Source: an optimization exercise on an open RTL-to-GDS flow (aim: small area and a short achievable clock period). Production flows keep margins and buffers that such runs may drop.
Only simulation tests tie the RTL to the original design; equivalence was not proved.
Power and IR drop assume default switching activity.

### flow/abc.script
&get -n
&st
&syn2
&dch -f
&nf -a
&put
### standard.sh
#!/bin/bash
# synth_recipe.tcl (not shown) runs the flow's synth.tcl, then flattens the netlist and writes it again
# the make line also repeats each setting of config.mk as NAME=value (left out here)
make -C /OpenROAD-flow-scripts/flow DESIGN_CONFIG=/design/flow/config.mk WORK_HOME=/design/flow/orfs CLKGATE_MAP_FILE= SYNTH_SCRIPT=/design/flow/synth_recipe.tcl "${@:-finish}"
### design.v
module register
# (
    parameter LOGW = 6
)
(
    input                 clk,
    input                 rst,
    input                 ack,
    input                 any,
    input      [LOGW-1:0] idx,
    output reg            valid,
    output reg [LOGW-1:0] last
);
    always @ (posedge clk, negedge rst)
        if (~rst) begin
            valid <= 1'b0;
            last  <= {LOGW{1'b1}};
        end else if (ack) begin
            valid <= any;
            if (any)
                last <= idx;
        end
endmodule
module arbiter (req, last, any, idx);
input  [63:0] req;
input  [5:0] last;
output any;
output [5:0] idx;
wire va_1_0 = req[0] | req[1];
wire [0:0] ia_1_0 = ~req[0] & req[1];
wire va_1_1 = req[2] | req[3];
wire [0:0] ia_1_1 = ~req[2] & req[3];
wire va_1_2 = req[4] | req[5];
wire [0:0] ia_1_2 = ~req[4] & req[5];
wire va_1_3 = req[6] | req[7];
wire [0:0] ia_1_3 = ~req[6] & req[7];
wire va_1_4 = req[8] | req[9];
wire [0:0] ia_1_4 = ~req[8] & req[9];
wire va_1_5 = req[10] | req[11];
wire [0:0] ia_1_5 = ~req[10] & req[11];
wire va_1_6 = req[12] | req[13];
wire [0:0] ia_1_6 = ~req[12] & req[13];
wire va_1_7 = req[14] | req[15];
wire [0:0] ia_1_7 = ~req[14] & req[15];
wire va_1_8 = req[16] | req[17];
wire [0:0] ia_1_8 = ~req[16] & req[17];
wire va_1_9 = req[18] | req[19];
wire [0:0] ia_1_9 = ~req[18] & req[19];
wire va_1_10 = req[20] | req[21];
wire [0:0] ia_1_10 = ~req[20] & req[21];
wire va_1_11 = req[22] | req[23];
wire [0:0] ia_1_11 = ~req[22] & req[23];
wire va_1_12 = req[24] | req[25];
wire [0:0] ia_1_12 = ~req[24] & req[25];
wire va_1_13 = req[26] | req[27];
wire [0:0] ia_1_13 = ~req[26] & req[27];
wire va_1_14 = req[28] | req[29];
wire [0:0] ia_1_14 = ~req[28] & req[29];
wire va_1_15 = req[30] | req[31];
wire [0:0] ia_1_15 = ~req[30] & req[31];
wire va_1_16 = req[32] | req[33];
wire [0:0] ia_1_16 = ~req[32] & req[33];
wire va_1_17 = req[34] | req[35];
wire [0:0] ia_1_17 = ~req[34] & req[35];
wire va_1_18 = req[36] | req[37];
wire [0:0] ia_1_18 = ~req[36] & req[37];
wire va_1_19 = req[38] | req[39];
wire [0:0] ia_1_19 = ~req[38] & req[39];
wire va_1_20 = req[40] | req[41];
wire [0:0] ia_1_20 = ~req[40] & req[41];
wire va_1_21 = req[42] | req[43];
wire [0:0] ia_1_21 = ~req[42] & req[43];
wire va_1_22 = req[44] | req[45];
wire [0:0] ia_1_22 = ~req[44] & req[45];
wire va_1_23 = req[46] | req[47];
wire [0:0] ia_1_23 = ~req[46] & req[47];
wire va_1_24 = req[48] | req[49];
wire [0:0] ia_1_24 = ~req[48] & req[49];
wire va_1_25 = req[50] | req[51];
wire [0:0] ia_1_25 = ~req[50] & req[51];
wire va_1_26 = req[52] | req[53];
wire [0:0] ia_1_26 = ~req[52] & req[53];
wire va_1_27 = req[54] | req[55];
wire [0:0] ia_1_27 = ~req[54] & req[55];
wire va_1_28 = req[56] | req[57];
wire [0:0] ia_1_28 = ~req[56] & req[57];
wire va_1_29 = req[58] | req[59];
wire [0:0] ia_1_29 = ~req[58] & req[59];
wire va_1_30 = req[60] | req[61];
wire [0:0] ia_1_30 = ~req[60] & req[61];
wire va_1_31 = req[62] | req[63];
wire [0:0] ia_1_31 = ~req[62] & req[63];
wire va_2_0 = va_1_0 | va_1_1;
wire [1:0] ia_2_0 = {~va_1_0 & va_1_1, ia_1_0 | ({1{~va_1_0}} & ia_1_1)};
wire va_2_1 = va_1_2 | va_1_3;
wire [1:0] ia_2_1 = {~va_1_2 & va_1_3, ia_1_2 | ({1{~va_1_2}} & ia_1_3)};
wire va_2_2 = va_1_4 | va_1_5;
wire [1:0] ia_2_2 = {~va_1_4 & va_1_5, ia_1_4 | ({1{~va_1_4}} & ia_1_5)};
wire va_2_3 = va_1_6 | va_1_7;
wire [1:0] ia_2_3 = {~va_1_6 & va_1_7, ia_1_6 | ({1{~va_1_6}} & ia_1_7)};
wire va_2_4 = va_1_8 | va_1_9;
wire [1:0] ia_2_4 = {~va_1_8 & va_1_9, ia_1_8 | ({1{~va_1_8}} & ia_1_9)};
wire va_2_5 = va_1_10 | va_1_11;
wire [1:0] ia_2_5 = {~va_1_10 & va_1_11, ia_1_10 | ({1{~va_1_10}} & ia_1_11)};
wire va_2_6 = va_1_12 | va_1_13;
wire [1:0] ia_2_6 = {~va_1_12 & va_1_13, ia_1_12 | ({1{~va_1_12}} & ia_1_13)};
wire va_2_7 = va_1_14 | va_1_15;
wire [1:0] ia_2_7 = {~va_1_14 & va_1_15, ia_1_14 | ({1{~va_1_14}} & ia_1_15)};
wire va_2_8 = va_1_16 | va_1_17;
wire [1:0] ia_2_8 = {~va_1_16 & va_1_17, ia_1_16 | ({1{~va_1_16}} & ia_1_17)};
wire va_2_9 = va_1_18 | va_1_19;
wire [1:0] ia_2_9 = {~va_1_18 & va_1_19, ia_1_18 | ({1{~va_1_18}} & ia_1_19)};
wire va_2_10 = va_1_20 | va_1_21;
wire [1:0] ia_2_10 = {~va_1_20 & va_1_21, ia_1_20 | ({1{~va_1_20}} & ia_1_21)};
wire va_2_11 = va_1_22 | va_1_23;
wire [1:0] ia_2_11 = {~va_1_22 & va_1_23, ia_1_22 | ({1{~va_1_22}} & ia_1_23)};
wire va_2_12 = va_1_24 | va_1_25;
wire [1:0] ia_2_12 = {~va_1_24 & va_1_25, ia_1_24 | ({1{~va_1_24}} & ia_1_25)};
wire va_2_13 = va_1_26 | va_1_27;
wire [1:0] ia_2_13 = {~va_1_26 & va_1_27, ia_1_26 | ({1{~va_1_26}} & ia_1_27)};
wire va_2_14 = va_1_28 | va_1_29;
wire [1:0] ia_2_14 = {~va_1_28 & va_1_29, ia_1_28 | ({1{~va_1_28}} & ia_1_29)};
wire va_2_15 = va_1_30 | va_1_31;
wire [1:0] ia_2_15 = {~va_1_30 & va_1_31, ia_1_30 | ({1{~va_1_30}} & ia_1_31)};
wire va_3_0 = va_2_0 | va_2_1;
wire [2:0] ia_3_0 = {~va_2_0 & va_2_1, ia_2_0 | ({2{~va_2_0}} & ia_2_1)};
wire va_3_1 = va_2_2 | va_2_3;
wire [2:0] ia_3_1 = {~va_2_2 & va_2_3, ia_2_2 | ({2{~va_2_2}} & ia_2_3)};
wire va_3_2 = va_2_4 | va_2_5;
wire [2:0] ia_3_2 = {~va_2_4 & va_2_5, ia_2_4 | ({2{~va_2_4}} & ia_2_5)};
wire va_3_3 = va_2_6 | va_2_7;
wire [2:0] ia_3_3 = {~va_2_6 & va_2_7, ia_2_6 | ({2{~va_2_6}} & ia_2_7)};
wire va_3_4 = va_2_8 | va_2_9;
wire [2:0] ia_3_4 = {~va_2_8 & va_2_9, ia_2_8 | ({2{~va_2_8}} & ia_2_9)};
wire va_3_5 = va_2_10 | va_2_11;
wire [2:0] ia_3_5 = {~va_2_10 & va_2_11, ia_2_10 | ({2{~va_2_10}} & ia_2_11)};
wire va_3_6 = va_2_12 | va_2_13;
wire [2:0] ia_3_6 = {~va_2_12 & va_2_13, ia_2_12 | ({2{~va_2_12}} & ia_2_13)};
wire va_3_7 = va_2_14 | va_2_15;
wire [2:0] ia_3_7 = {~va_2_14 & va_2_15, ia_2_14 | ({2{~va_2_14}} & ia_2_15)};
wire va_4_0 = va_3_0 | va_3_1;
wire [3:0] ia_4_0 = {~va_3_0 & va_3_1, ia_3_0 | ({3{~va_3_0}} & ia_3_1)};
wire va_4_1 = va_3_2 | va_3_3;
wire [3:0] ia_4_1 = {~va_3_2 & va_3_3, ia_3_2 | ({3{~va_3_2}} & ia_3_3)};
wire va_4_2 = va_3_4 | va_3_5;
wire [3:0] ia_4_2 = {~va_3_4 & va_3_5, ia_3_4 | ({3{~va_3_4}} & ia_3_5)};
wire va_4_3 = va_3_6 | va_3_7;
wire [3:0] ia_4_3 = {~va_3_6 & va_3_7, ia_3_6 | ({3{~va_3_6}} & ia_3_7)};
wire va_5_0 = va_4_0 | va_4_1;
wire [4:0] ia_5_0 = {~va_4_0 & va_4_1, ia_4_0 | ({4{~va_4_0}} & ia_4_1)};
wire va_5_1 = va_4_2 | va_4_3;
wire [4:0] ia_5_1 = {~va_4_2 & va_4_3, ia_4_2 | ({4{~va_4_2}} & ia_4_3)};
wire va_6_0 = va_5_0 | va_5_1;
wire [5:0] ia_6_0 = {~va_5_0 & va_5_1, ia_5_0 | ({5{~va_5_0}} & ia_5_1)};
wire [15:0] grp;
wire [3:0] col_0 = {req[48], req[32], req[16], req[0]};
assign grp[0] = col_0[last[5:4]];
wire [3:0] col_1 = {req[49], req[33], req[17], req[1]};
assign grp[1] = col_1[last[5:4]];
wire [3:0] col_2 = {req[50], req[34], req[18], req[2]};
assign grp[2] = col_2[last[5:4]];
wire [3:0] col_3 = {req[51], req[35], req[19], req[3]};
assign grp[3] = col_3[last[5:4]];
wire [3:0] col_4 = {req[52], req[36], req[20], req[4]};
assign grp[4] = col_4[last[5:4]];
wire [3:0] col_5 = {req[53], req[37], req[21], req[5]};
assign grp[5] = col_5[last[5:4]];
wire [3:0] col_6 = {req[54], req[38], req[22], req[6]};
assign grp[6] = col_6[last[5:4]];
wire [3:0] col_7 = {req[55], req[39], req[23], req[7]};
assign grp[7] = col_7[last[5:4]];
wire [3:0] col_8 = {req[56], req[40], req[24], req[8]};
assign grp[8] = col_8[last[5:4]];
wire [3:0] col_9 = {req[57], req[41], req[25], req[9]};
assign grp[9] = col_9[last[5:4]];
wire [3:0] col_10 = {req[58], req[42], req[26], req[10]};
assign grp[10] = col_10[last[5:4]];
wire [3:0] col_11 = {req[59], req[43], req[27], req[11]};
assign grp[11] = col_11[last[5:4]];
wire [3:0] col_12 = {req[60], req[44], req[28], req[12]};
assign grp[12] = col_12[last[5:4]];
wire [3:0] col_13 = {req[61], req[45], req[29], req[13]};
assign grp[13] = col_13[last[5:4]];
wire [3:0] col_14 = {req[62], req[46], req[30], req[14]};
assign grp[14] = col_14[last[5:4]];
wire [3:0] col_15 = {req[63], req[47], req[31], req[15]};
assign grp[15] = col_15[last[5:4]];
wire [15:0] above = ~({16{1'b1}} >> (15 - last[3:0]));
wire [15:0] grpm = grp & above;
wire mva_1_0 = grpm[0] | grpm[1];
wire [0:0] mia_1_0 = ~grpm[0] & grpm[1];
wire mva_1_1 = grpm[2] | grpm[3];
wire [0:0] mia_1_1 = ~grpm[2] & grpm[3];
wire mva_1_2 = grpm[4] | grpm[5];
wire [0:0] mia_1_2 = ~grpm[4] & grpm[5];
wire mva_1_3 = grpm[6] | grpm[7];
wire [0:0] mia_1_3 = ~grpm[6] & grpm[7];
wire mva_1_4 = grpm[8] | grpm[9];
wire [0:0] mia_1_4 = ~grpm[8] & grpm[9];
wire mva_1_5 = grpm[10] | grpm[11];
wire [0:0] mia_1_5 = ~grpm[10] & grpm[11];
wire mva_1_6 = grpm[12] | grpm[13];
wire [0:0] mia_1_6 = ~grpm[12] & grpm[13];
wire mva_1_7 = grpm[14] | grpm[15];
wire [0:0] mia_1_7 = ~grpm[14] & grpm[15];
wire mva_2_0 = mva_1_0 | mva_1_1;
wire [1:0] mia_2_0 = {~mva_1_0 & mva_1_1, mia_1_0 | ({1{~mva_1_0}} & mia_1_1)};
wire mva_2_1 = mva_1_2 | mva_1_3;
wire [1:0] mia_2_1 = {~mva_1_2 & mva_1_3, mia_1_2 | ({1{~mva_1_2}} & mia_1_3)};
wire mva_2_2 = mva_1_4 | mva_1_5;
wire [1:0] mia_2_2 = {~mva_1_4 & mva_1_5, mia_1_4 | ({1{~mva_1_4}} & mia_1_5)};
wire mva_2_3 = mva_1_6 | mva_1_7;
wire [1:0] mia_2_3 = {~mva_1_6 & mva_1_7, mia_1_6 | ({1{~mva_1_6}} & mia_1_7)};
wire mva_3_0 = mva_2_0 | mva_2_1;
wire [2:0] mia_3_0 = {~mva_2_0 & mva_2_1, mia_2_0 | ({2{~mva_2_0}} & mia_2_1)};
wire mva_3_1 = mva_2_2 | mva_2_3;
wire [2:0] mia_3_1 = {~mva_2_2 & mva_2_3, mia_2_2 | ({2{~mva_2_2}} & mia_2_3)};
wire mva_4_0 = mva_3_0 | mva_3_1;
wire [3:0] mia_4_0 = {~mva_3_0 & mva_3_1, mia_3_0 | ({3{~mva_3_0}} & mia_3_1)};
wire gvm_4_0 = mva_4_0;
wire [3:0] gim_4_0 = mia_4_0;
wire vm_5_0 = last[4] ? gvm_4_0 : (gvm_4_0 | va_4_1);
wire [4:0] im_5_0 = last[4] ? {gvm_4_0, gim_4_0} : {~gvm_4_0 & va_4_1, gim_4_0 | ({4{~gvm_4_0}} & ia_4_1)};
wire vm_5_1 = last[4] ? gvm_4_0 : (gvm_4_0 | va_4_3);
wire [4:0] im_5_1 = last[4] ? {gvm_4_0, gim_4_0} : {~gvm_4_0 & va_4_3, gim_4_0 | ({4{~gvm_4_0}} & ia_4_3)};
wire vm_6_0 = last[5] ? vm_5_1 : (vm_5_0 | va_5_1);
wire [5:0] im_6_0 = last[5] ? {vm_5_1, im_5_1} : {~vm_5_0 & va_5_1, im_5_0 | ({5{~vm_5_0}} & ia_5_1)};
assign any = va_6_0;
assign idx = im_6_0 | ({6{~vm_6_0}} & ia_6_0);
endmodule
module decoder
# (
    parameter WIDTH = 64,
    parameter LOGW = 6
)
(
    input              valid,
    input  [LOGW-1:0]  in,
    output [WIDTH-1:0] out
);
    localparam H = LOGW / 2;
    localparam N = 1 << H;
    wire [N-1:0] hi = {{(N-1){1'b0}}, valid} << in[LOGW-1:H];
    wire [N-1:0] lo = {{(N-1){1'b0}}, 1'b1} << in[H-1:0];
    genvar i;
    generate
        for (i = 0; i < WIDTH; i = i + 1) begin : dec
            assign out[i] = hi[i / N] & lo[i % N];
        end
    endgenerate
endmodule
module rr_arbiter(clk, resetb, ack, request, grant);
	parameter integer WIDTH = 64;
	localparam integer LOGW = 6;
	input clk, resetb, ack;
	input [WIDTH - 1:0] request;
	output [WIDTH - 1:0] grant;
	wire            valid;
	wire [LOGW-1:0] last;
	wire            any;
	wire [LOGW-1:0] idx;
	arbiter arbiter(.req(request), .last(last), .any(any), .idx(idx));
	register #(.LOGW(LOGW)) state(.clk(clk), .rst(resetb), .ack(ack), .any(any), .idx(idx), .valid(valid), .last(last));
	decoder #(.WIDTH(WIDTH), .LOGW(LOGW)) final_decoder(.valid(valid), .in(last), .out(grant));
endmodule
### config.mk
export PLATFORM = sky130hd
export DESIGN_NAME = rr_arbiter
export DESIGN_NICKNAME = rr_arbiter
export VERILOG_FILES = /design/flow/design.v
export SDC_FILE = /design/flow/constraint.sdc
export NUM_CORES = 4
export LEC_CHECK = 0
export CAP_MARGIN = 20
export CORE_MARGIN = 2
export CORE_UTILIZATION = 40
export SETUP_SLACK_MARGIN = 4.3
export SLEW_MARGIN = 20
### constraint.sdc
create_clock -name core_clock -period 8.0 [get_ports {clk}]
set_input_delay 1.6000 -clock core_clock [delete_from_list [all_inputs] [get_ports {clk}]]
set_output_delay 1.6000 -clock core_clock [all_outputs]
set_load 0.01 [all_outputs]
### flow/run.sh
#!/bin/bash
# The standard layout with three changes:
# - Yosys's ABC maps the logic with flow/abc.script (one area-recovering
#   mapping after choice computation) instead of ORFS's speed script; the
#   rest of the synthesis, synth_recipe.tcl included, is unchanged.
# - The slow OR-type cells (a NOR plus an inverter in one cell, with a weak
#   stacked pull-up) are kept out of synthesis and repair.
# - The port buffers are plain buf_1 cells.
set -euo pipefail
here=$PWD
slow=""
for c in or3 or3b or4 or4b or4bb o41a; do
  for s in 1 2 4; do slow="$slow sky130_fd_sc_hd__${c}_$s"; done
done
cp config.mk flow_config.mk
echo "export DONT_USE_CELLS += $slow" >> flow_config.mk
cat > flow_synth.tcl <<EOT
proc abc {args} {
  set i [lsearch -exact \$args -script]
  if {\$i >= 0} { set args [lreplace \$args \$i [expr {\$i + 1}] -script $here/flow/abc.script] }
  yosys abc {*}\$args
}
source $here/synth_recipe.tcl
EOT
sed -e "s#DESIGN_CONFIG=[^ ]*#DESIGN_CONFIG=$here/flow_config.mk#" \
    -e "s#SYNTH_SCRIPT=[^ ]*#SYNTH_SCRIPT=$here/flow_synth.tcl#" standard.sh > flow_standard.sh
export BUFFER_PORTS_ARGS="-buffer_cell sky130_fd_sc_hd__buf_1"
bash flow_standard.sh > standard.log 2>&1
==> results of run 1 <==
==> cell usage in the layout (no fill, tap or decap), drive strengths merged, types with 6 or more instances in the layout <==
cell type | Yosys | final
a21oi | 29 | 29
nand3 | 11 | 11
o2bb2ai | 6 | 6
mux4 | 13 | 13
nor4 | 16 | 16
buf | 0 | 132
dfstp | 6 | 6
nand2b | 7 | 7
clkinv | 22 | 22
nor2b | 10 | 10
o21bai | 11 | 11
nand2 | 31 | 31
nor3 | 14 | 14
nor2 | 100 | 100
o21ai | 13 | 13
==> cell type report <==
cell class / count / area, sq um
fillers: 569 / 2450
multi-input cells: 326 / 2070
repair buffers: 132 / 507
flip-flops and latches: 7 / 190
well taps: 72 / 90.1
inverters: 22 / 82.6
clock buffers: 4 / 45.0
==> layer usage <==
metal,up-vias,part of all wire [%],track usage (%)
met5,-,0,0
met4,0,2.1,7.54
met3,28,9.6,5.52
met2,238,47,52.7
met1,1615,41,39.5
li1,1614,-,-
==> sequential cells by signal, indices dropped and copies added, names as in the netlist <==
signal	cells
state.valid	1
state.last	6
==> cell families (layout without fill, tap and decap cells) <==
logic type      count (synthesis)  count (layout)
compound gates                109             109
buf+inv                        22             158
flops                           7               7
mux                            13              13
simple gates                  204             204
==> critical path, cell delays in order <==
cell and delay [ps]:
buf_1 140, mux4_2 520, and3_1 230, a311o_1 360
or2_4 290, nor3_4 260, a21boi_0 230, o32a_1 190
==> per-stage QoR <==
stage	hold slack, ps	setup WS, ps	cells	utilization (%)
4_1_cts	597	4310	561	53.0
3_5_place_dp	590	3930	557	51.6
3_3_place_gp	580	3940	557	51.6
2_1_floorplan	524	4390	355	-
5_1_grt	623	4260	563	55.0
6_report	597	4340	563	55.0
==> path summary, 6_finish.rpt <==
path	slack, ps	end
worst max-delay path	4340	state.last[0]$_DFFE_PN1P_
worst min-delay path	600	state.last[2]$_DFFE_PN1P_
worst max register to register	5010	state.last[0]$_DFFE_PN1P_
worst min register to register	600	state.last[2]$_DFFE_PN1P_
max in group asynchronous	6450	state.last[1]$_DFFE_PN1P_
min in group asynchronous	1250	state.valid$_DFFE_PN0P_
==> timing repair <==
action | 4_1_cts | 5_1_grt
hold endpoints to repair | 0 | 0
resized for setup | 7 | 16
pin swaps | 0 | 1
setup buffers | 0 | 2
endpoints found under the setup margin | 22 | 32
cloned | 0 | 0
==> power by group through the flow <==
stage	Clock, uW	Combinational (uW)	Sequential [uW]
floorplan	0	329	118
global placement	0	458	145
detailed placement	0	456	146
CTS	50.3	463	148
global route	53.5	553	147
finish	49.2	512	141
==> impl_metrics.toml, run 1 <==
[run_status]
run_status = "no timing/DRC/antenna violations"

[clocking]
cts.clk_slew.worst_paths_ps = 40
htree_num_levels = 1
numCtsBuffers = 3
worst_skew_pair.late_latency_ps = 230
clock-root-buffer = "clkbuf_8"
tritoncts = "built"
cts_sinks = 7
cts_hold_repair.buffers = 0
cts_max_path_buffers = 2

[logic_synthesis]
yosysSeqAreaShare_pct = 8.20
synth.ff_latch_count = 7
synth.most_common_cell = "nor2_1"
synth_largest_area_cell = "nor2_1"
synth_enable_flop_cells = 0
synthTopCellsByCount = "100 x nor2_1, 31 x nand2_1, 29 x a21oi_1"
mappedNetlistArea_sq_mm = 0.00223
post_synthesis_net_count = 422
number_of_different_library_cells_in_the_post_synthesis_netlist = 44
dominant_cells_by_area_after_synthesis = "nor2_1 17%, mux4_2 13%, dfstp_2 7.1%"
synth_simple_gate_area_share_pct = 41.4
async_flop_share_pct = 100
main_combinational_cell_family_by_area_after_synthesis = "simple AND/OR/NAND/NOR gates"
synth_compound_area_share_pct = 33.5
ys_warn_count = 1
synth.mux.area_fraction_pct = 13.1
postSynthAreaPerCell_sq_um = 6.28
synth-main-ff-cell = "dfstp_2"
adder_cell_fraction_of_synth_area_pct = 0
synth_top_cell_area_share_pct = 16.8
post_synth_inst_count = 355
yosys.area_share.xor_xnor_pct = 0

[final_layout]
syn_to_final_growth_pct = 34.1
design.final.nets = 559
post_route_cells_drive_above_1_share_pct = 8.15
finalInstanceArea_sq_mm = 0.00299
n_antenna_cell = 0

[detailed_routing]
drt_first_pass_iters = 5
routedWlPerCell_microns = 17.3
vias = 3495
drt_drc_violations_left = 0
avgViaCountPerCell = 6.21
drt.antenna.violating_nets = 0
postRouteWirelength_microns = 9760
dr.first_iter.drc_count = 327

[pwr]
power.share.combinational_pct = 72.9
vdd_ir_drop_max_uv = 178
cellPowerDensity_mw_per_mm2 = 235
post-layout-total-power_uw = 702
power_switching_share_pct = 57.4
p_int_uw = 299
switching_power_uw = 403
static-leakage-power_uw = 0.000920
clock_power_share_pct = 7.0
power_frac_seq_pct = 20.1

[die]
dieArea_sq_mm = 0.00618
core_footprint_sq_mm = 0.00544
io_pins = 131
die_w_microns = 78.6
row_count = 27
effective_utilization_at_floorplan_pct = 41.0
die_height_microns = 78.6

[critical_path]
r2r.worst_path.cells = 7
startpoint_type = "input port"
setup.worst_path.class = "in -> reg"
timing.critical_path.from = "request[51]"
r2r_start = "state.last[4]$_DFFE_PN1P_"
critical_path.endpoint_type = "flip-flop"
worst-path-max-fanout = 5
endpoint_arrival_time_on_the_critical_path_ps = 3820
wp_data_required_ps = 8170

[placement]
dp_hpwl_microns = 7760
routabilityCongestion = 0.984
instance_area_at_placement_sq_mm = 0.00281
portBuffers = 130

[min_path]
min_delay_path_depth = 2
hp-start = "state.last[2]$_DFFE_PN1P_"
timing.hold.worst.class = "reg -> reg"

[timing]
final_hold_viol_count = 0
setup_viol = 0
timing.max_slew.rel_slack_pct = 57.8
slew_at_the_pin_closest_to_its_max_slew_limit_ps = 627
timing.clock.skew_ps = 4.25
report.final.slew_viol_count = 0
max_freq_mhz = 274
total_negative_setup_slack_ps = 0
finalWorstPathRequiredPeriod_ps = 3660
final_clock_period_utilization_by_the_worst_path_pct = 45.7
rsz0062_at_grt = "yes"

[grt]
global_route.usage.total_pct = 30.7
via_count_of_the_first_global_routing_pass = 3080
largest_net_degree_at_the_start_of_global_routing = 32
grt_first_pass_wirelength_microns = 15300
grt_antenna_before_repair = 0
gr-total-overflow = 0

[flow_run]
cap_violations = 0
==> run 2, diff against run 1 <==
==> flow/abc.script (replaced) <==
&get -n
&st
&syn2
&dch -f
&nf -a -R 1000
&put
==> run 2 against run 1 <==
  * Power shrank 1.6%
  * Synthesized area decreased by 7.8%
  * Synthesized cell count grew 7.6%
  * Die area down 7.4%
  * Critical endpoint is now state.last[1]$_DFFE_PN1P_
==> impl_metrics.toml, run 2 <==
[logic_synthesis]
post_synth_inst_count = 382
number_of_different_library_cells_in_the_post_synthesis_netlist = 40
dominant_cells_by_area_after_synthesis = "nor2_1 26%, dfstp_2 7.7%, nand2_1 7.1%"
synth.most_common_cell = "nor2_1"
adder_cell_fraction_of_synth_area_pct = 0
synth_top_cell_area_share_pct = 26.5
main_combinational_cell_family_by_area_after_synthesis = "simple AND/OR/NAND/NOR gates"
synthTopCellsByCount = "145 x nor2_1, 39 x nand2_1, 22 x o21ai_0"
synth_largest_area_cell = "nor2_1"
synth.ff_latch_count = 7
synth.mux.area_fraction_pct = 1.10
post_synthesis_net_count = 449
postSynthAreaPerCell_sq_um = 5.38
synth_enable_flop_cells = 0
mappedNetlistArea_sq_mm = 0.00205
synth_simple_gate_area_share_pct = 53.0
synth-main-ff-cell = "dfstp_2"
yosysSeqAreaShare_pct = 8.89
async_flop_share_pct = 100
synth_compound_area_share_pct = 34.2
yosys.area_share.xor_xnor_pct = 0
ys_warn_count = 1

[pwr]
static-leakage-power_uw = 0.000833
vdd_ir_drop_max_uv = 189
post-layout-total-power_uw = 691
cellPowerDensity_mw_per_mm2 = 240

[timing]
holdWs_ps = 597
total_negative_setup_slack_ps = 0
final_hold_viol_count = 0
timing.max_slew.rel_slack_pct = 51.8
timing.clock.skew_ps = 1.34
setup_viol = 0
finalWorstPathRequiredPeriod_ps = 3590
slew_at_the_pin_closest_to_its_max_slew_limit_ps = 722
rsz0062_at_grt = "no"
max_freq_mhz = 279
report.final.slew_viol_count = 0
final_clock_period_utilization_by_the_worst_path_pct = 44.9

[final_layout]
post_route_cells_drive_above_1_share_pct = 6.94
top_register_by_number_of_flip_flops = "state.last"
design.final.nets = 587
syn_to_final_growth_pct = 40.2
final.fill_count = 553
n_antenna_cell = 0
finish.utilization_pct = 57.1
final-instance-count-excl-fill = 589
most-common-layout-cells = "143 x nor2_1, 128 x buf_1, 39 x nand2_1, 21 x o21ai_0, 20 x a21oi_1"
layout_commonest_cell = "nor2_1"
largest_reg_flops = 6
top_regs = "state.last (6), state.valid (1)"

[placement]
dp_hpwl_microns = 7630
portBuffers = 130
routabilityCongestion = 1.03
place_inst = 583

[critical_path]
worst-path-max-fanout = 4
wp_data_required_ps = 8160
critical_path.endpoint_type = "flip-flop"
startpoint_type = "input port"
endpoint_arrival_time_on_the_critical_path_ps = 3750
setup.worst_path.class = "in -> reg"

[detailed_routing]
drt_drc_violations_left = 0
met3_wirelength_microns = 1090
dr.first_iter.drc_count = 469
route.met2.wl_microns = 4620
drt_first_pass_iters = 7
postRouteWirelength_microns = 9960
avgViaCountPerCell = 6.14
drt.antenna.violating_nets = 0
max_used_layer = "met4"
routedLengthMet1_microns = 4050
routedWlPerCell_microns = 16.9
vias = 3617

[die]
row_count = 26
die_height_microns = 75.7
core_footprint_sq_mm = 0.00504
dieArea_sq_mm = 0.00573
io_pins = 131
die_w_microns = 75.7
effective_utilization_at_floorplan_pct = 40.7

[grt]
global_route.usage.total_pct = 31.3
grt_antenna_before_repair = 0
via_count_of_the_first_global_routing_pass = 2867
grt_first_pass_wirelength_microns = 13800
gr-total-overflow = 0
largest_net_degree_at_the_start_of_global_routing = 22

[clocking]
cts.clk_slew.worst_paths_ps = 40
cts_max_path_buffers = 2
worst_skew_pair.late_latency_ps = 220
numCtsBuffers = 3
clock-root-buffer = "clkbuf_8"
htree_num_levels = 1
cts_sinks = 7
tritoncts = "built"
cts_hold_repair.buffers = 0

[run_status]
run_status = "no timing/DRC/antenna violations"

[flow_run]
cap_violations = 0

[min_path]
timing.hold.worst.class = "reg -> reg"
run 2: cell families (layout without fill, tap and decap cells):
| group | after synthesis | after routing |
|---|---|---|
| AOI/OAI and AO/OA | 106 | 106 |
| buffers and inverters | 15 | 152 |
| DFF | 7 | 7 |
| muxes | 1 | 1 |
| and+or+nand+nor | 253 | 253 |
run 2: layout make-up:
| class | count | area, sq um | share of cell area (%) |
|---|---|---|---|
| tap | 70 | 87.6 | 3.04 |
| clock buffer | 4 | 45.0 | 1.56 |
| inverter | 15 | 56.3 | 1.95 |
| multi-input combinational | 360 | 1980 | 68.7 |
| timing repair buffer | 133 | 522 | 18.1 |
| sequential | 7 | 190 | 6.60 |
run 2: worst max-delay path: stages:
cell	delay, ps
buf_4	140
nor4_4	260
o211ai_1	150
o311ai_2	120
nand3_1	180
o31ai_4	130
o31ai_4	110
a2111oi_4	450
nor2_2	110
o22ai_1	180
nand2_1	80
nor2_2	120
o22a_1	120
run 2: path summary, 6_finish.rpt:
check	from	endpoint	slack (ps)	cells past startpoint
max reg2reg	state.last[4]$_DFFE_PN1P_	state.last[0]$_DFFE_PN1P_	4670	11
max in group asynchronous	resetb	state.last[2]$_DFFE_PN1P_	6420	1
min reg2reg	state.last[2]$_DFFE_PN1P_	state.last[2]$_DFFE_PN1P_	600	2
min	state.last[2]$_DFFE_PN1P_	state.last[2]$_DFFE_PN1P_	600	2
min in group asynchronous	resetb	state.valid$_DFFE_PN0P_	1270	1
max	request[57]	state.last[1]$_DFFE_PN1P_	4410	13
run 2: power breakdown:
part | total [uW] | internal, uW | switching (uW)
Clock | 48.2 | 34.3 | 13.8
Combinational | 511 | 181 | 330
Sequential | 131 | 65.8 | 65.5
Total | 691 | 281 | 409
run 2: metal layers:
layer | GRT usage, % | vias up
met2 | 50.6 | 239
met3 | 6.48 | 36
met1 | 44.7 | 1660
li1 | - | 1682
met4 | 3.12 | 0
met5 | 0 | -
run 2: timing repair:
item                                    in CTS  in global routing
buffers inserted                             0                  2
pin swaps                                    1                  9
gates resized for setup                      4                 35
endpoints found under the hold margin        0                  0
endpoints found under the setup margin       2                 33
run 2: per-stage QoR:
step	worst slack [ps]	cell area (sq um)
6_report	4410	2880
5_1_grt	4310	2880
4_1_cts	4290	2700
3_5_place_dp	3720	2640
3_3_place_gp	3700	2640
2_1_floorplan	4570	2050
==> run 3, diff against run 2 <==
==> flow/abc.script (replaced) <==
&get -n
&st
&syn2
&dch -f
&nf -a
&put
--- a/config.mk
+++ b/config.mk
@@ -8,5 +8,5 @@
 export CAP_MARGIN = 20
 export CORE_MARGIN = 2
-export CORE_UTILIZATION = 40
+export CORE_UTILIZATION = 55
 export SETUP_SLACK_MARGIN = 4.3
 export SLEW_MARGIN = 20
==> run 3 against run 2 <==
  * First-iteration DRC count rose by 40%
  * Via count rose by 1.2%
  * Cell count fell by 8.0%
  * Die area fell by 20%
  * Synthesized area rose by 8.5%
  * Critical path type unchanged
  * Synthesized cell count fell by 7.1%
  * Global-route usage rose by 9.2 points
  * Critical endpoint is now state.last[4]$_DFFE_PN1P_
==> impl_metrics.toml, run 3 <==
[grt]
largest_net_degree_at_the_start_of_global_routing = 32
grt_first_pass_wirelength_microns = 14000
gr-total-overflow = 0
grt_antenna_before_repair = 0
via_count_of_the_first_global_routing_pass = 2830
global_route.usage.total_pct = 40.5

[logic_synthesis]
synth-main-ff-cell = "dfstp_2"
ys_warn_count = 1
synth.ff_latch_count = 7
async_flop_share_pct = 100
synth_top_cell_area_share_pct = 16.8
yosysSeqAreaShare_pct = 8.20
synth_largest_area_cell = "nor2_1"
number_of_different_library_cells_in_the_post_synthesis_netlist = 44
postSynthAreaPerCell_sq_um = 6.28
synth.most_common_cell = "nor2_1"
post_synth_inst_count = 355
dominant_cells_by_area_after_synthesis = "nor2_1 17%, mux4_2 13%, dfstp_2 7.1%"
synthTopCellsByCount = "100 x nor2_1, 31 x nand2_1, 29 x a21oi_1"
mappedNetlistArea_sq_mm = 0.00223
post_synthesis_net_count = 422
synth_enable_flop_cells = 0

[clocking]
worst_skew_pair.late_latency_ps = 230
cts_max_path_buffers = 2
cts.clk_slew.worst_paths_ps = 40
htree_num_levels = 1
numCtsBuffers = 3
cts_sinks = 7
clock-root-buffer = "clkbuf_8"
tritoncts = "built"

[min_path]
hp-start = "state.last[0]$_DFFE_PN1P_"
timing.hold.worst.class = "reg -> reg"

[timing]
report.final.slew_viol_count = 0
max_freq_mhz = 270
setup_viol = 0
final_hold_viol_count = 0
timing.max_slew.rel_slack_pct = 59.7
total_negative_setup_slack_ps = 0
timing.clock.skew_ps = 1.41
finalWorstPathRequiredPeriod_ps = 3700
finalWorstSetupSlack_ps = 4300
slew_at_the_pin_closest_to_its_max_slew_limit_ps = 599
rsz0062_at_grt = "yes"
final_clock_period_utilization_by_the_worst_path_pct = 46.3

[detailed_routing]
drt.antenna.violating_nets = 0
vias = 3660
postRouteWirelength_microns = 9980
drt_drc_violations_left = 0
drt_first_pass_iters = 5
avgViaCountPerCell = 6.75
dr.first_iter.drc_count = 656
routedWlPerCell_microns = 18.4

[die]
core_footprint_sq_mm = 0.00394
io_pins = 131
dieArea_sq_mm = 0.00458
die_height_microns = 67.7
die_w_microns = 67.7
effective_utilization_at_floorplan_pct = 56.5
row_count = 23

[placement]
routabilityCongestion = 0.994
place_inst = 535
portBuffers = 130
preCtsSetupSlack_ps = 3920
dp_hpwl_microns = 7370

[final_layout]
finish.utilization_pct = 76.5
n_antenna_cell = 0
post_route_cells_drive_above_1_share_pct = 9.35
top_regs = "state.last (6), state.valid (1)"
multi_input_comb_area_sq_mm = 0.00212
design.final.nets = 560
most-common-layout-cells = "130 x buf_1, 98 x nor2_1, 31 x nand2_1, 29 x a21oi_1, 22 x clkinv_1"
layout_commonest_cell = "buf_1"
regArea_sq_um = 190
final-instance-count-excl-fill = 542
largest_reg_flops = 6
top_register_by_number_of_flip_flops = "state.last"
final.fill_count = 319
syn_to_final_growth_pct = 35.3

[critical_path]
r2r_start = "state.last[4]$_DFFE_PN1P_"
worst-path-max-fanout = 7
timing.critical_path.from = "request[51]"
wp_data_required_ps = 8160
endpoint_arrival_time_on_the_critical_path_ps = 3860
critical_path.endpoint_type = "flip-flop"
setup.worst_path.class = "in -> reg"
startpoint_type = "input port"

[flow_run]
cap_violations = 0

[pwr]
static-leakage-power_uw = 0.000933
vdd_ir_drop_max_uv = 285
cellPowerDensity_mw_per_mm2 = 234

[run_status]
run_status = "no timing/DRC/antenna violations"
## run 3: worst max-delay path: stages
cell and delay [ps]:
buf_1 130, mux4_2 510, and3_1 230, a311o_1 380, or2_1 320, nor2_4 200
nand2_1 110, a21o_1 190, a22o_1 180
## run 3: cells by family after synthesis
| family | Yosys count | share of synthesized area [%] |
|---|---|---|
| mux | 13 | 13.1 |
| buf+inv | 22 | 3.71 |
| compound gates | 109 | 33.5 |
| simple gates | 204 | 41.4 |
| flops | 7 | 8.20 |
## run 3: final timing paths
check,to,slack [ps],depth (start not counted)
setup reg to reg,state.last[4]$_DFFE_PN1P_,4950,8
hold / removal,state.last[0]$_DFFE_PN1P_,610,1
min in group asynchronous,state.valid$_DFFE_PN0P_,1270,1
hold reg to reg,state.last[0]$_DFFE_PN1P_,610,1
setup / recovery,state.last[4]$_DFFE_PN1P_,4300,9
max in group asynchronous,state.last[2]$_DFFE_PN1P_,6410,1
## run 3: final cells by class
| class | instances | share of cell area, % |
|---|---|---|
| tap | 50 | 2.07 |
| timing repair buffer | 133 | 17.1 |
| multi-input combinational | 326 | 70.3 |
| clock buffer | 4 | 1.49 |
| sequential | 7 | 6.31 |
| inverter | 22 | 2.74 |
## run 3: repair_timing
item / 4_1_cts / 5_1_grt
setup endpoints to repair: 21 / 38
gates cloned: 0 / 0
setup buffers: 0 / 3
pin swaps: 0 / 2
hold buffers: 0 / 0
gates resized for setup: 7 / 23
## run 3: stage by stage
step                hold slack [ps]  total power, uW  instance area, sq um
finish                          614              707                  3020
global placement                591              585                  2780
detailed placement              590              591                  2780
CTS                             598              648                  2860
floorplan                       524              447                  2230
global route                    622              752                  3020
## run 3: metal layers
metal	up-vias	part of all wire, %	track usage [%]
li1	1623	-	-
met1	1616	37	57.8
met2	366	45	61.0
met3	55	14	8.00
met4	0	4.0	12.8
met5	-	0	0
## run 3: report_power, final
group	internal, uW	switching [uW]	leakage, uW
logic	199	317	0.000836
clock network	34.5	16.0	0.0000228
registers	65.3	74.7	0.0000743
total	299	408	0.000933
==> run 4, diff against run 3 <==
==> flow/abc.script (replaced) <==
&get -n
&st
&syn2
&dch -f
&nf -a -R 1000
&put
--- a/config.mk
+++ b/config.mk
@@ -8,5 +8,5 @@
 export CAP_MARGIN = 20
 export CORE_MARGIN = 2
-export CORE_UTILIZATION = 55
-export SETUP_SLACK_MARGIN = 4.3
+export CORE_UTILIZATION = 40
+export SETUP_SLACK_MARGIN = 4.5
 export SLEW_MARGIN = 20
==> run 4 against run 3 <==
  * Still clean on timing, DRC and antenna
  * Routed wire length up 2.9%
  * Fmax up 1.4%
  * Worst setup slack better by 51 ps
  * Largest power group unchanged
==> impl_metrics.toml, run 4 <==
[clocking]
clock-root-buffer = "clkbuf_8"
tritoncts = "built"
worst_skew_pair.late_latency_ps = 220
cts.clk_slew.worst_paths_ps = 40
numCtsBuffers = 3
htree_num_levels = 1
cts_max_path_buffers = 2
cts_sinks = 7

[timing]
timing.clock.skew_ps = 1.81
holdWs_ps = 597
total_negative_setup_slack_ps = 0
final_clock_period_utilization_by_the_worst_path_pct = 45.7
max_freq_mhz = 274
timing.max_slew.rel_slack_pct = 52.8
rsz0062_at_grt = "yes"
setup_viol = 0
finalWorstPathRequiredPeriod_ps = 3650
report.final.slew_viol_count = 0
slew_at_the_pin_closest_to_its_max_slew_limit_ps = 708
final_hold_viol_count = 0

[final_layout]
final-instance-count-excl-fill = 595
largest_reg_flops = 6
top_register_by_number_of_flip_flops = "state.last"
final.fill_count = 527
top_regs = "state.last (6), state.valid (1)"
most-common-layout-cells = "141 x nor2_1, 124 x buf_1, 38 x nand2_1, 21 x o21ai_0, 19 x a21oi_1"
n_antenna_cell = 0
post_route_cells_drive_above_1_share_pct = 12.4
design.final.nets = 593
syn_to_final_growth_pct = 49.5
multi_input_comb_area_sq_mm = 0.00211
layout_commonest_cell = "nor2_1"
regArea_sq_um = 190

[pwr]
cellPowerDensity_mw_per_mm2 = 235
static-leakage-power_uw = 0.000924
vdd_ir_drop_max_uv = 189

[critical_path]
setup.worst_path.class = "in -> reg"
endpoint_arrival_time_on_the_critical_path_ps = 3820
critical-path-slowest-cell = "a2111oi_4"
critical_path.endpoint_type = "flip-flop"
max_stage_delay_ps = 460
startpoint_type = "input port"
critical_path_depth = 13
timing.critical_path.buf_inv = 1
crit_path_cell_trace = "buf_8 > nor4_4 > o211ai_1 > o311ai_2 > nand3_1 > o31ai_4 > o31ai_4 > a2111oi_4 > nor2_2 > o22ai_1 > nand2_1 > nor2_2 > o22a_1"
worst-path-max-fanout = 3
r2r.worst_path.cells = 11
worst_path_dominant_cell_family = "compound AO/OA/AOI/OAI gates"
wp_data_required_ps = 8160

[grt]
global_route.usage.total_pct = 31.9
largest_net_degree_at_the_start_of_global_routing = 22
gr-total-overflow = 0
grt_antenna_before_repair = 0
grt_first_pass_wirelength_microns = 14000
via_count_of_the_first_global_routing_pass = 2939

[logic_synthesis]
synth.ff_latch_count = 7
yosysSeqAreaShare_pct = 8.89
dominant_cells_by_area_after_synthesis = "nor2_1 26%, dfstp_2 7.7%, nand2_1 7.1%"
post_synthesis_net_count = 449
ys_warn_count = 1
mappedNetlistArea_sq_mm = 0.00205
synthTopCellsByCount = "145 x nor2_1, 39 x nand2_1, 22 x o21ai_0"
synth_top_cell_area_share_pct = 26.5
synth-main-ff-cell = "dfstp_2"
synth_enable_flop_cells = 0
number_of_different_library_cells_in_the_post_synthesis_netlist = 40
synth.most_common_cell = "nor2_1"
postSynthAreaPerCell_sq_um = 5.38
synth_largest_area_cell = "nor2_1"
async_flop_share_pct = 100
post_synth_inst_count = 382

[die]
dieArea_sq_mm = 0.00573
effective_utilization_at_floorplan_pct = 40.7
core_footprint_sq_mm = 0.00504
die_w_microns = 75.7
die_height_microns = 75.7
io_pins = 131
row_count = 26

[detailed_routing]
dr.first_iter.drc_count = 492
drt.antenna.violating_nets = 0
avgViaCountPerCell = 6.16
drt_first_pass_iters = 5
routedWlPerCell_microns = 17.3
drt_drc_violations_left = 0
postRouteWirelength_microns = 10300
vias = 3666

[placement]
place_inst = 583
portBuffers = 130
routabilityCongestion = 1.03
dp_hpwl_microns = 7630

[min_path]
timing.hold.worst.class = "reg -> reg"
min_delay_path_depth = 2

[run_status]
run_status = "no timing/DRC/antenna violations"

[flow_run]
cap_violations = 0
-- run 4: metrics by stage --
step	util, %	setup slack, ps	total power [uW]	area (sq um)
2_1_floorplan	-	4570	447	2050
3_3_place_gp	52.3	3700	595	2640
3_5_place_dp	52.3	3720	597	2640
4_1_cts	55.5	4470	658	2800
5_1_grt	60.9	4330	777	3070
6_report	60.9	4350	723	3070
-- run 4: tightest hold or removal path, delay by kind of cell, from the launching register on --
kind               cells  cell delay [ps]
DFF                    1              430
AOI/OAI and AO/OA      1               70
and+or+nand+nor        1               80
-- run 4: kinds of logic after synthesis --
| kind of cell | Yosys count | share of synthesized area [%] |
|---|---|---|
| buf+inv | 15 | 2.74 |
| simple gates | 253 | 53.0 |
| compound gates | 106 | 34.2 |
| flops | 7 | 8.89 |
| mux | 1 | 1.10 |
-- run 4: area by class of cell --
cell class / instances / share of cell area (%)
repair buffers: 139 / 18.9
flip-flops and latches: 7 / 6.19
clock buffers: 4 / 1.47
inverters: 15 / 1.83
well taps: 70 / 2.85
multi-input cells: 360 / 68.8
-- run 4: repair_timing --
action,in CTS,in global routing
hold endpoints to repair,0,0
buffers inserted,3,5
setup endpoints to repair,38,40
hold buffers,0,0
pin swaps,3,20
gates resized for setup,19,57
-- run 4: final timing paths --
path	from	end	slack (ps)
max	request[56]	state.last[1]$_DFFE_PN1P_	4350
min	state.last[2]$_DFFE_PN1P_	state.last[2]$_DFFE_PN1P_	600
max reg2reg	state.last[4]$_DFFE_PN1P_	state.last[0]$_DFFE_PN1P_	4790
min reg2reg	state.last[2]$_DFFE_PN1P_	state.last[2]$_DFFE_PN1P_	600
max in group asynchronous	resetb	state.last[1]$_DFFE_PN1P_	6420
min in group asynchronous	resetb	state.valid$_DFFE_PN0P_	1270
-- run 4: where the power goes --
part | switching (uW) | internal [uW] | total [uW]
clock network | 13.8 | 34.4 | 48.2
registers | 68.1 | 65.9 | 134
logic | 346 | 195 | 541
total | 428 | 295 | 723
-- run 4: routing by layer --
metal / vias to the layer above / global-route usage (%) / wire length (microns)
li1: 1696 / - / -
met2: 237 / 51.4 / 4820
met5: - / 0 / 0
met1: 1702 / 45.1 / 4150
met3: 31 / 7.01 / 1110
met4: 0 / 4.29 / 187
==> run 5, diff against run 4 <==
--- a/config.mk
+++ b/config.mk
@@ -9,4 +9,4 @@
 export CORE_MARGIN = 2
 export CORE_UTILIZATION = 40
-export SETUP_SLACK_MARGIN = 4.5
+export SETUP_SLACK_MARGIN = 3.8
 export SLEW_MARGIN = 20
==> run 5 against run 4 <==
  * Largest power group unchanged
  * Synthesized area unchanged
  * Highest routed layer unchanged
  * Via count decreased by 2.1%
  * Critical endpoint unchanged
  * Cell count decreased by 1.3%
  * Still clean
  * Clock power about the same
  * Register-to-register slack got worse by 380 ps
  * Count of clock-buffer cells in the layout unchanged
  * Power decreased by 7.8%
  * Core utilization decreased by 7.5 points
  * Global-route usage decreased by 0.72 points
  * Flip-flop and latch count unchanged
==> impl_metrics.toml, run 5 <==
[run_status]
run_status = "no timing/DRC/antenna violations"

[logic_synthesis]
number_of_different_library_cells_in_the_post_synthesis_netlist = 40
async_flop_share_pct = 100
synth_enable_flop_cells = 0
synth_largest_area_cell = "nor2_1"
postSynthAreaPerCell_sq_um = 5.38
synth.most_common_cell = "nor2_1"
yosys.area_share.xor_xnor_pct = 0
dominant_cells_by_area_after_synthesis = "nor2_1 26%, dfstp_2 7.7%, nand2_1 7.1%"
post_synthesis_net_count = 449
synth-main-ff-cell = "dfstp_2"
synthTopCellsByCount = "145 x nor2_1, 39 x nand2_1, 22 x o21ai_0"
yosysSeqAreaShare_pct = 8.89
main_combinational_cell_family_by_area_after_synthesis = "simple AND/OR/NAND/NOR gates"
synth_top_cell_area_share_pct = 26.5
adder_cell_fraction_of_synth_area_pct = 0
ys_warn_count = 1
synth_simple_gate_area_share_pct = 53.0
synth.mux.area_fraction_pct = 1.10
mappedNetlistArea_sq_mm = 0.00205
post_synth_inst_count = 382
synth_compound_area_share_pct = 34.2
synth.ff_latch_count = 7

[detailed_routing]
drt_first_pass_iters = 5
routedWlPerCell_microns = 16.6
avgViaCountPerCell = 6.11
postRouteWirelength_microns = 9760
drt_drc_violations_left = 0
drt.antenna.violating_nets = 0
vias = 3589
dr.first_iter.drc_count = 525

[timing]
total_negative_setup_slack_ps = 0
setup_viol = 0
report.final.slew_viol_count = 0
timing.clock.skew_ps = 0.419
timing.max_slew.rel_slack_pct = 40.8
holdWs_ps = 593
rsz0062_at_grt = "no"
max_freq_mhz = 251
finalWorstPathRequiredPeriod_ps = 3980
final_clock_period_utilization_by_the_worst_path_pct = 49.8
final_hold_viol_count = 0
slew_at_the_pin_closest_to_its_max_slew_limit_ps = 880

[critical_path]
reg2reg_slack_ps = 4410
startpoint_type = "input port"
r2r_start = "state.last[5]$_DFFE_PN1P_"
r2r.worst_path.cells = 11
endpoint_arrival_time_on_the_critical_path_ps = 4150
critical_path.endpoint_type = "flip-flop"
setup.worst_path.class = "in -> reg"
worst-path-max-fanout = 4
regToRegEndpoint = "state.last[3]$_DFFE_PN1P_"
wp_data_required_ps = 8160

[clocking]
clock-root-buffer = "clkbuf_8"
cts_hold_repair.buffers = 0
cts_max_path_buffers = 2
post_cts_resize_count = 0
cts.repair_timing.setup_buffer_count = 0
htree_num_levels = 1
cts.clk_slew.worst_paths_ps = 40
numCtsBuffers = 3
cts_sinks = 7
worst_skew_pair.late_latency_ps = 220
tritoncts = "built"

[final_layout]
post_route_cells_drive_above_1_share_pct = 2.51
largest_reg_flops = 6
top_register_by_number_of_flip_flops = "state.last"
syn_to_final_growth_pct = 31.2
design.final.nets = 585
layout_commonest_cell = "nor2_1"
n_antenna_cell = 0
top_regs = "state.last (6), state.valid (1)"
most-common-layout-cells = "145 x nor2_1, 130 x buf_1, 39 x nand2_1, 22 x o21ai_0, 20 x a21oi_1"

[grt]
grt_first_pass_wirelength_microns = 13700
grt_antenna_before_repair = 0
largest_net_degree_at_the_start_of_global_routing = 22
gr-total-overflow = 0
global_route.usage.total_pct = 31.2
via_count_of_the_first_global_routing_pass = 2840

[die]
die_w_microns = 75.7
die_height_microns = 75.7
core_footprint_sq_mm = 0.00504
dieArea_sq_mm = 0.00573
effective_utilization_at_floorplan_pct = 40.7
io_pins = 131
row_count = 26

[pwr]
vdd_ir_drop_max_uv = 214
static-leakage-power_uw = 0.000793
cellPowerDensity_mw_per_mm2 = 247

[placement]
portBuffers = 130
dp_hpwl_microns = 7630
routabilityCongestion = 1.03

[min_path]
worst_hold_path.endpoint = "state.last[2]$_DFFE_PN1P_"
hp-start = "state.last[2]$_DFFE_PN1P_"
min_delay_path_depth = 2
timing.hold.worst.class = "reg -> reg"

[flow_run]
cap_violations = 0
## run 5: layout make-up
type                       instances  area (sq um)
timing repair buffer             131           495
sequential                         7           183
tap                               70          87.6
inverter                          15          56.3
fill                             568          2350
multi-input combinational        360          1830
clock buffer                       4          45.0
## run 5: how the worst max path moves through the flow
stage	slack (ps)	cells after the start	end	start
detailed placement	3720	13	state.last[1]$_DFFE_PN1P_	request[56]
CTS	3910	13	state.last[1]$_DFFE_PN1P_	request[56]
global placement	3700	13	state.last[1]$_DFFE_PN1P_	request[56]
floorplan	4570	12	state.last[1]$_DFFE_PN1P_	request[56]
global route	3870	11	state.last[4]$_DFFE_PN1P_	request[62]
finish	4020	13	state.last[1]$_DFFE_PN1P_	request[56]
## run 5: report_power, final
group	leakage, uW	internal [uW]	total [uW]	switching [uW]
clock	0.0000228	34.3	47.9	13.5
combinational	0.000696	173	492	318
sequential	0.0000738	63.0	127	64.0
## run 5: per-layer routing
layer | share of wire (%) | routed length, microns | global-route usage [%] | vias to the layer above
li1 | - | - | - | 1678
met1 | 42 | 4070 | 45.4 | 1648
met2 | 47 | 4560 | 50.2 | 247
met3 | 11 | 1040 | 5.42 | 16
met4 | 0.82 | 80 | 3.12 | 0
met5 | 0 | 0 | 0 | -
## run 5: per-stage QoR
stage / area (sq um) / worst slack, ps / std cells / total power [uW] / util [%]
finish: 2700 / 4020 / 587 / 666 / 53.4
global route: 2700 / 3870 / 587 / 722 / 53.4
CTS: 2680 / 3910 / 587 / 648 / 53.2
detailed placement: 2640 / 3720 / 583 / 597 / 52.3
global placement: 2640 / 3700 / 583 / 595 / 52.3
floorplan: 2050 / 4570 / 382 / 447 / -
## run 5: worst max-delay path, stage by stage
cell and delay, ps:
buf_1 160, nor4_2 400, o211ai_1 160, o311ai_0 180, nand3_1 160, o31ai_1 200
o31ai_1 160, a2111oi_2 510, nor2_1 120, o22ai_1 180, nand2_1 70, nor2_1 110
o22a_1 140
## run 5: cell families (layout without fill, tap and decap cells)
| kind of cell | Yosys count | after routing |
|---|---|---|
| and+or+nand+nor | 253 | 253 |
| AOI/OAI and AO/OA | 106 | 106 |
| buffers and inverters | 15 | 150 |
| DFF | 7 | 7 |
| muxes | 1 | 1 |
==> run 6, diff against run 5 <==
--- a/config.mk
+++ b/config.mk
@@ -9,4 +9,3 @@
 export CORE_MARGIN = 2
 export CORE_UTILIZATION = 40
-export SETUP_SLACK_MARGIN = 3.8
 export SLEW_MARGIN = 20
==> run 6 against run 5 <==
  * Largest cell class unchanged
  * Flip-flop and latch count stayed put
  * Highest routed layer unchanged
  * Routed wire length is 1.0% lower
  * Final area is 0.46% lower
  * Clock skew hardly changed
  * First-iteration DRC count is 7.4% lower
  * Core utilization is 0.25 points lower
==> impl_metrics.toml, run 6 <==
[min_path]
min_delay_path_depth = 2
timing.hold.worst.class = "reg -> reg"
hp-start = "state.last[2]$_DFFE_PN1P_"
worst_hold_path.endpoint = "state.last[2]$_DFFE_PN1P_"

[placement]
place_inst = 583
preCtsSetupSlack_ps = 3720
portBuffers = 130
routabilityCongestion = 1.03
instance_area_at_placement_sq_mm = 0.00264
dp_hpwl_microns = 7630

[logic_synthesis]
synth_enable_flop_cells = 0
synth_simple_gate_area_share_pct = 53.0
post_synth_inst_count = 382
dominant_cells_by_area_after_synthesis = "nor2_1 26%, dfstp_2 7.7%, nand2_1 7.1%"
synthTopCellsByCount = "145 x nor2_1, 39 x nand2_1, 22 x o21ai_0"
async_flop_share_pct = 100
synth.mux.area_fraction_pct = 1.10
mappedNetlistArea_sq_mm = 0.00205
yosys.area_share.xor_xnor_pct = 0
synth.most_common_cell = "nor2_1"
ys_warn_count = 1
adder_cell_fraction_of_synth_area_pct = 0
synth_top_cell_area_share_pct = 26.5
synth_largest_area_cell = "nor2_1"
number_of_different_library_cells_in_the_post_synthesis_netlist = 40
synth-main-ff-cell = "dfstp_2"
postSynthAreaPerCell_sq_um = 5.38
main_combinational_cell_family_by_area_after_synthesis = "simple AND/OR/NAND/NOR gates"
synth.ff_latch_count = 7
synth_compound_area_share_pct = 34.2
post_synthesis_net_count = 449
yosysSeqAreaShare_pct = 8.89

[critical_path]
timing.critical_path.buf_inv = 1
setup.worst_path.class = "in -> reg"
critical_path.endpoint_type = "flip-flop"
regToRegEndpoint = "state.last[4]$_DFFE_PN1P_"
max_stage_delay_ps = 770
wp_data_required_ps = 8160
endpoint_arrival_time_on_the_critical_path_ps = 4480
startpoint_type = "input port"
crit_path_cell_trace = "buf_1 > nor4_1 > o211ai_1 > o311ai_0 > nand3_1 > o31ai_1 > o31ai_1 > a2111oi_0 > nor2_1 > o22ai_1 > nand2_1 > nor2_1 > o22a_1"
reg2reg_slack_ps = 4390
r2r.worst_path.cells = 11
worst-path-max-fanout = 4
r2r_start = "state.last[5]$_DFFE_PN1P_"
worst_path_dominant_cell_family = "compound AO/OA/AOI/OAI gates"
critical-path-slowest-cell = "a2111oi_0"

[timing]
report.final.slew_viol_count = 0
max_freq_mhz = 232
finalWorstPathRequiredPeriod_ps = 4320
total_negative_setup_slack_ps = 0
timing.clock.skew_ps = 0.171
slew_at_the_pin_closest_to_its_max_slew_limit_ps = 849
final_hold_viol_count = 0
finalWorstSetupSlack_ps = 3680
rsz0062_at_grt = "no"
timing.max_slew.rel_slack_pct = 42.9
final_clock_period_utilization_by_the_worst_path_pct = 53.9
setup_viol = 0

[die]
row_count = 26
core_footprint_sq_mm = 0.00504
die_height_microns = 75.7
effective_utilization_at_floorplan_pct = 40.7
dieArea_sq_mm = 0.00573
die_w_microns = 75.7
io_pins = 131

[final_layout]
finalInstanceArea_sq_mm = 0.00268
largest_reg_flops = 6
syn_to_final_growth_pct = 30.6
multi_input_comb_area_sq_mm = 0.00182
final.fill_count = 569
layout_commonest_cell = "nor2_1"
top_register_by_number_of_flip_flops = "state.last"
most-common-layout-cells = "145 x nor2_1, 130 x buf_1, 39 x nand2_1, 22 x o21ai_0, 20 x a21oi_1"
design.final.nets = 585
regArea_sq_um = 183
post_route_cells_drive_above_1_share_pct = 2.13
n_antenna_cell = 0
final-instance-count-excl-fill = 587
top_regs = "state.last (6), state.valid (1)"

[grt]
via_count_of_the_first_global_routing_pass = 2840
global_route.usage.total_pct = 31.2
largest_net_degree_at_the_start_of_global_routing = 22
gr-total-overflow = 0
grt_antenna_before_repair = 0
grt_first_pass_wirelength_microns = 13700

[detailed_routing]
postRouteWirelength_microns = 9660
vias = 3568
routedWlPerCell_microns = 16.5
dr.first_iter.drc_count = 486
drt.antenna.violating_nets = 0
drt_first_pass_iters = 5
drt_drc_violations_left = 0
avgViaCountPerCell = 6.08

[clocking]
post_cts_resize_count = 0
worst_skew_pair.late_latency_ps = 220
cts.repair_timing.setup_buffer_count = 0
cts_hold_repair.buffers = 0
htree_num_levels = 1
numCtsBuffers = 3
cts_max_path_buffers = 2
clock-root-buffer = "clkbuf_8"
cts_sinks = 7
cts.clk_slew.worst_paths_ps = 40
tritoncts = "built"

[pwr]
cellPowerDensity_mw_per_mm2 = 247
static-leakage-power_uw = 0.000792
vdd_ir_drop_max_uv = 213

[flow_run]
cap_violations = 0

[run_status]
run_status = "no timing/DRC/antenna violations"
## run 6: metrics by stage
step | util (%) | total power [uW] | hold slack, ps
2_1_floorplan | - | 447 | 523
3_3_place_gp | 52.3 | 595 | 589
3_5_place_dp | 52.3 | 597 | 587
4_1_cts | 53.2 | 648 | 588
5_1_grt | 53.2 | 722 | 620
6_report | 53.2 | 663 | 588
## run 6: layer usage
metal | wire (microns) | global-route usage, % | vias to the layer above
met4 | 106 | 3.12 | 0
met5 | 0 | 0 | -
met3 | 1070 | 5.42 | 14
li1 | - | - | 1676
met2 | 4500 | 50.2 | 219
met1 | 3980 | 45.4 | 1659
## run 6: area by class of cell
cell class | instances | area share (%)
sequential | 7 | 6.81
inverter | 15 | 2.10
timing repair buffer | 131 | 18.5
tap | 70 | 3.26
multi-input combinational | 360 | 67.7
clock buffer | 4 | 1.68
## run 6: report_power, final
| group | switching (uW) | internal, uW | leakage (uW) |
|---|---|---|---|
| clock | 13.4 | 34.3 | 0.0000228 |
| sequential | 63.8 | 63.0 | 0.0000738 |
| combinational | 316 | 173 | 0.000696 |
| total | 393 | 270 | 0.000792 |
## run 6: how the worst max path moves through the flow
| stage | cells past startpoint | from | endpoint | slack, ps |
|---|---|---|---|---|
| floorplan | 12 | request[56] | state.last[1]$_DFFE_PN1P_ | 4570 |
| finish | 13 | request[56] | state.last[1]$_DFFE_PN1P_ | 3680 |
| CTS | 13 | request[56] | state.last[1]$_DFFE_PN1P_ | 3910 |
| detailed placement | 13 | request[56] | state.last[1]$_DFFE_PN1P_ | 3720 |
| global placement | 13 | request[56] | state.last[1]$_DFFE_PN1P_ | 3700 |
| global route | 13 | request[56] | state.last[1]$_DFFE_PN1P_ | 3490 |
## run 6: worst register-to-register path, cell delays in order, from the launching register on
cell	delay, ps
dfstp_2	760
nand2_1	460
nor2_1	270
a221oi_1	70
o211ai_1	140
o21ai_0	170
nor3b_1	340
nand2b_1	150
nor3_1	510
and2_0	360
a22oi_1	130
o21ai_0	170
## run 6: cell families after synthesis
| group | count (synthesis) |
|---|---|
| muxes | 1 |
| and+or+nand+nor | 253 |
| buffers and inverters | 15 |
| DFF | 7 |
| AOI/OAI and AO/OA | 106 |
==> run 7, diff against run 6 <==
--- a/config.mk
+++ b/config.mk
@@ -9,3 +9,4 @@
 export CORE_MARGIN = 2
 export CORE_UTILIZATION = 40
+export SETUP_SLACK_MARGIN = 4.2
 export SLEW_MARGIN = 20
==> run 7 against run 6 <==
  * Global-route usage barely moved
  * Clock power about the same
  * Largest power group unchanged
  * Flip-flop and latch count did not move
  * Critical path type unchanged
  * Sequential power is essentially flat
  * First-iteration DRC count fell by 1.0%
  * Via count is 0.45% lower
  * Combinational power up 2%
  * Still clean on timing, DRC and antenna
  * Power up 1.2%
==> impl_metrics.toml, run 7 <==
[run_status]
run_status = "no timing/DRC/antenna violations"

[timing]
timing.max_slew.rel_slack_pct = 50.1
max_freq_mhz = 270
total_negative_setup_slack_ps = 0
timing.clock.skew_ps = 0.238
finalWorstSetupSlack_ps = 4290
rsz0062_at_grt = "yes"
final_clock_period_utilization_by_the_worst_path_pct = 46.4
final_hold_viol_count = 0
report.final.slew_viol_count = 0
slew_at_the_pin_closest_to_its_max_slew_limit_ps = 748
setup_viol = 0
holdWs_ps = 591
finalWorstPathRequiredPeriod_ps = 3710

[clocking]
clock-root-buffer = "clkbuf_8"
numCtsBuffers = 3
worst_skew_pair.late_latency_ps = 220
htree_num_levels = 1
tritoncts = "built"
cts_sinks = 7
cts_max_path_buffers = 2
cts.clk_slew.worst_paths_ps = 40

[critical_path]
worst-path-max-fanout = 4
endpoint_arrival_time_on_the_critical_path_ps = 3870
reg2reg_slack_ps = 4610
r2r_start = "state.last[5]$_DFFE_PN1P_"
wp_data_required_ps = 8160
startpoint_type = "input port"
r2r.worst_path.cells = 11
regToRegEndpoint = "state.last[0]$_DFFE_PN1P_"
critical_path.endpoint_type = "flip-flop"
setup.worst_path.class = "in -> reg"

[die]
die_w_microns = 75.7
io_pins = 131
dieArea_sq_mm = 0.00573
row_count = 26
core_footprint_sq_mm = 0.00504
die_height_microns = 75.7
effective_utilization_at_floorplan_pct = 40.7

[final_layout]
layout_commonest_cell = "nor2_1"
post_route_cells_drive_above_1_share_pct = 4.62
top_regs = "state.last (6), state.valid (1)"
regArea_sq_um = 183
multi_input_comb_area_sq_mm = 0.00189
n_antenna_cell = 0
design.final.nets = 587
top_register_by_number_of_flip_flops = "state.last"
final.fill_count = 560
most-common-layout-cells = "144 x nor2_1, 129 x buf_1, 39 x nand2_1, 22 x o21ai_0, 20 x a21oi_1"
largest_reg_flops = 6
syn_to_final_growth_pct = 35.0

[detailed_routing]
drt_first_pass_iters = 5
postRouteWirelength_microns = 9740
avgViaCountPerCell = 6.03
drt.antenna.violating_nets = 0
drt_drc_violations_left = 0
vias = 3552
routedWlPerCell_microns = 16.5
dr.first_iter.drc_count = 481

[grt]
grt_antenna_before_repair = 0
grt.met1_usage_pct = 45.4
gr-total-overflow = 0
busiest_layer = "met2"
via_count_of_the_first_global_routing_pass = 2846
global_route.usage.total_pct = 31.3
gr-usage-met2_pct = 50.3
grt_first_pass_wirelength_microns = 13800
grtUsageMet3_pct = 5.42
largest_net_degree_at_the_start_of_global_routing = 22

[logic_synthesis]
async_flop_share_pct = 100
synthTopCellsByCount = "145 x nor2_1, 39 x nand2_1, 22 x o21ai_0"
number_of_different_library_cells_in_the_post_synthesis_netlist = 40
synth-main-ff-cell = "dfstp_2"
synth_top_cell_area_share_pct = 26.5
synth.ff_latch_count = 7
mappedNetlistArea_sq_mm = 0.00205
post_synth_inst_count = 382
dominant_cells_by_area_after_synthesis = "nor2_1 26%, dfstp_2 7.7%, nand2_1 7.1%"
ys_warn_count = 1
synth.most_common_cell = "nor2_1"
synth_largest_area_cell = "nor2_1"
yosysSeqAreaShare_pct = 8.89
synth_enable_flop_cells = 0
postSynthAreaPerCell_sq_um = 5.38
post_synthesis_net_count = 449

[pwr]
post-layout-total-power_uw = 671
cellPowerDensity_mw_per_mm2 = 242
static-leakage-power_uw = 0.000816
vdd_ir_drop_max_uv = 214

[placement]
routabilityCongestion = 1.03
preCtsSetupSlack_ps = 3720
dp_hpwl_microns = 7630
portBuffers = 130

[min_path]
timing.hold.worst.class = "reg -> reg"
hp-start = "state.last[2]$_DFFE_PN1P_"
min_delay_path_depth = 2
worst_hold_path.endpoint = "state.last[2]$_DFFE_PN1P_"

[flow_run]
cap_violations = 0
==> run 7: cell counts after synthesis <==
Identical to the previous run, type by type.
==> run 7: kinds of logic after synthesis <==
logic type	after synthesis	share of synthesized area, %
AO/OA/AOI/OAI	106	34.2
buffers and inverters	15	2.74
flip-flops	7	8.89
multiplexers	1	1.10
AND/OR/NAND/NOR	253	53.0
==> run 7: worst max-delay path by stage <==
stage / endpoint / startpoint / cells after the start
6_report: state.last[1]$_DFFE_PN1P_ / request[57] / 13
5_1_grt: grant[44] / state.last[5]$_DFFE_PN1P_ / 4
3_3_place_gp: state.last[1]$_DFFE_PN1P_ / request[56] / 13
3_5_place_dp: state.last[1]$_DFFE_PN1P_ / request[56] / 13
4_1_cts: state.last[1]$_DFFE_PN1P_ / request[56] / 13
2_1_floorplan: state.last[1]$_DFFE_PN1P_ / request[56] / 12
==> run 7: layer usage <==
metal	vias to the layer above	wire [microns]	part of all wire, %
met2	221	4520	46
met4	0	112	1.1
li1	1688	-	-
met5	-	0	0
met1	1626	4090	42
met3	17	1020	10
==> run 7: timing repair <==
item / CTS / global route
hold buffers: 0 / 0
setup endpoints to repair: 1 / 7
resized for setup: 3 / 13
buffers inserted: 0 / 2
pin swaps: 0 / 6
==> run 7: final cells by class <==
class                      instances  area share, %
multi-input combinational        360           68.2
sequential                         7           6.59
inverter                          15           2.03
timing repair buffer             133           18.4
tap                               70           3.16
clock buffer                       4           1.62
==> run 7: critical path, stage by stage <==
cell and delay, ps:
buf_1 150, nor4_4 290, o211ai_1 150, o311ai_2 120, nand3_1 180, o31ai_4 120, o31ai_1 120, a2111oi_2 480
nor2_1 140, o22ai_1 190, nand2_1 90, nor2_2 90, o22a_1 140
==> run 7: metrics by stage <==
step	instance area (sq um)	utilization [%]	std cells
after CTS	2700	53.4	587
after global placement	2640	52.3	583
after global routing	2770	55.0	589
after floorplan	2050	-	382
final	2770	55.0	589
after detailed placement	2640	52.3	583
==> run 7: where the power goes <==
part	switching [uW]	internal, uW
Clock	13.4	34.3
Combinational	322	175
Sequential	63.3	63.0

[afterwards: timing with drivers on the ports]
No port has a modelled driver above. Below, the same layouts with a new extraction and two added sets of constraints.
Step 1, drivers: a clkbuf_16 drives clk and a buf_2 each remaining input, both assumed.
Step 2, shift: input delay + t, output delay - t, t = (earliest + latest rising clock arrival at the registers) / 2. This alone moves slack from input paths to output paths.
Three values: ideal ports, drivers, drivers and shift; two values: the first two.
run	t (ns)	setup WS [ns]	hold WS [ns]	latest minus earliest clock arrival (ns)
run 1	0.243	4.345 / 4.342 / 4.099	0.597 / 0.597 / 0.597	0.005 / 0.004
run 2	0.238	4.410 / 4.407 / 4.168	0.597 / 0.597 / 0.597	0.001 / 0.001
run 3	0.248	4.295 / 4.292 / 4.044	0.614 / 0.614 / 0.614	0.001 / 0.002
run 4	0.238	4.346 / 4.326 / 4.088	0.597 / 0.597 / 0.597	0.002 / 0.002
run 5	0.238	4.018 / 4.016 / 3.778	0.593 / 0.593 / 0.593	0.000 / 0.000
run 6	0.238	3.684 / 3.682 / 3.444	0.588 / 0.588 / 0.588	0.000 / 0.000
run 7	0.238	4.291 / 4.289 / 4.051	0.591 / 0.591 / 0.591	0.000 / 0.000
After both steps every run listed still meets setup and hold. The setup slack of run 4, which loses most, moves by -0.020 ns with the drivers and by -0.258 ns with both steps.
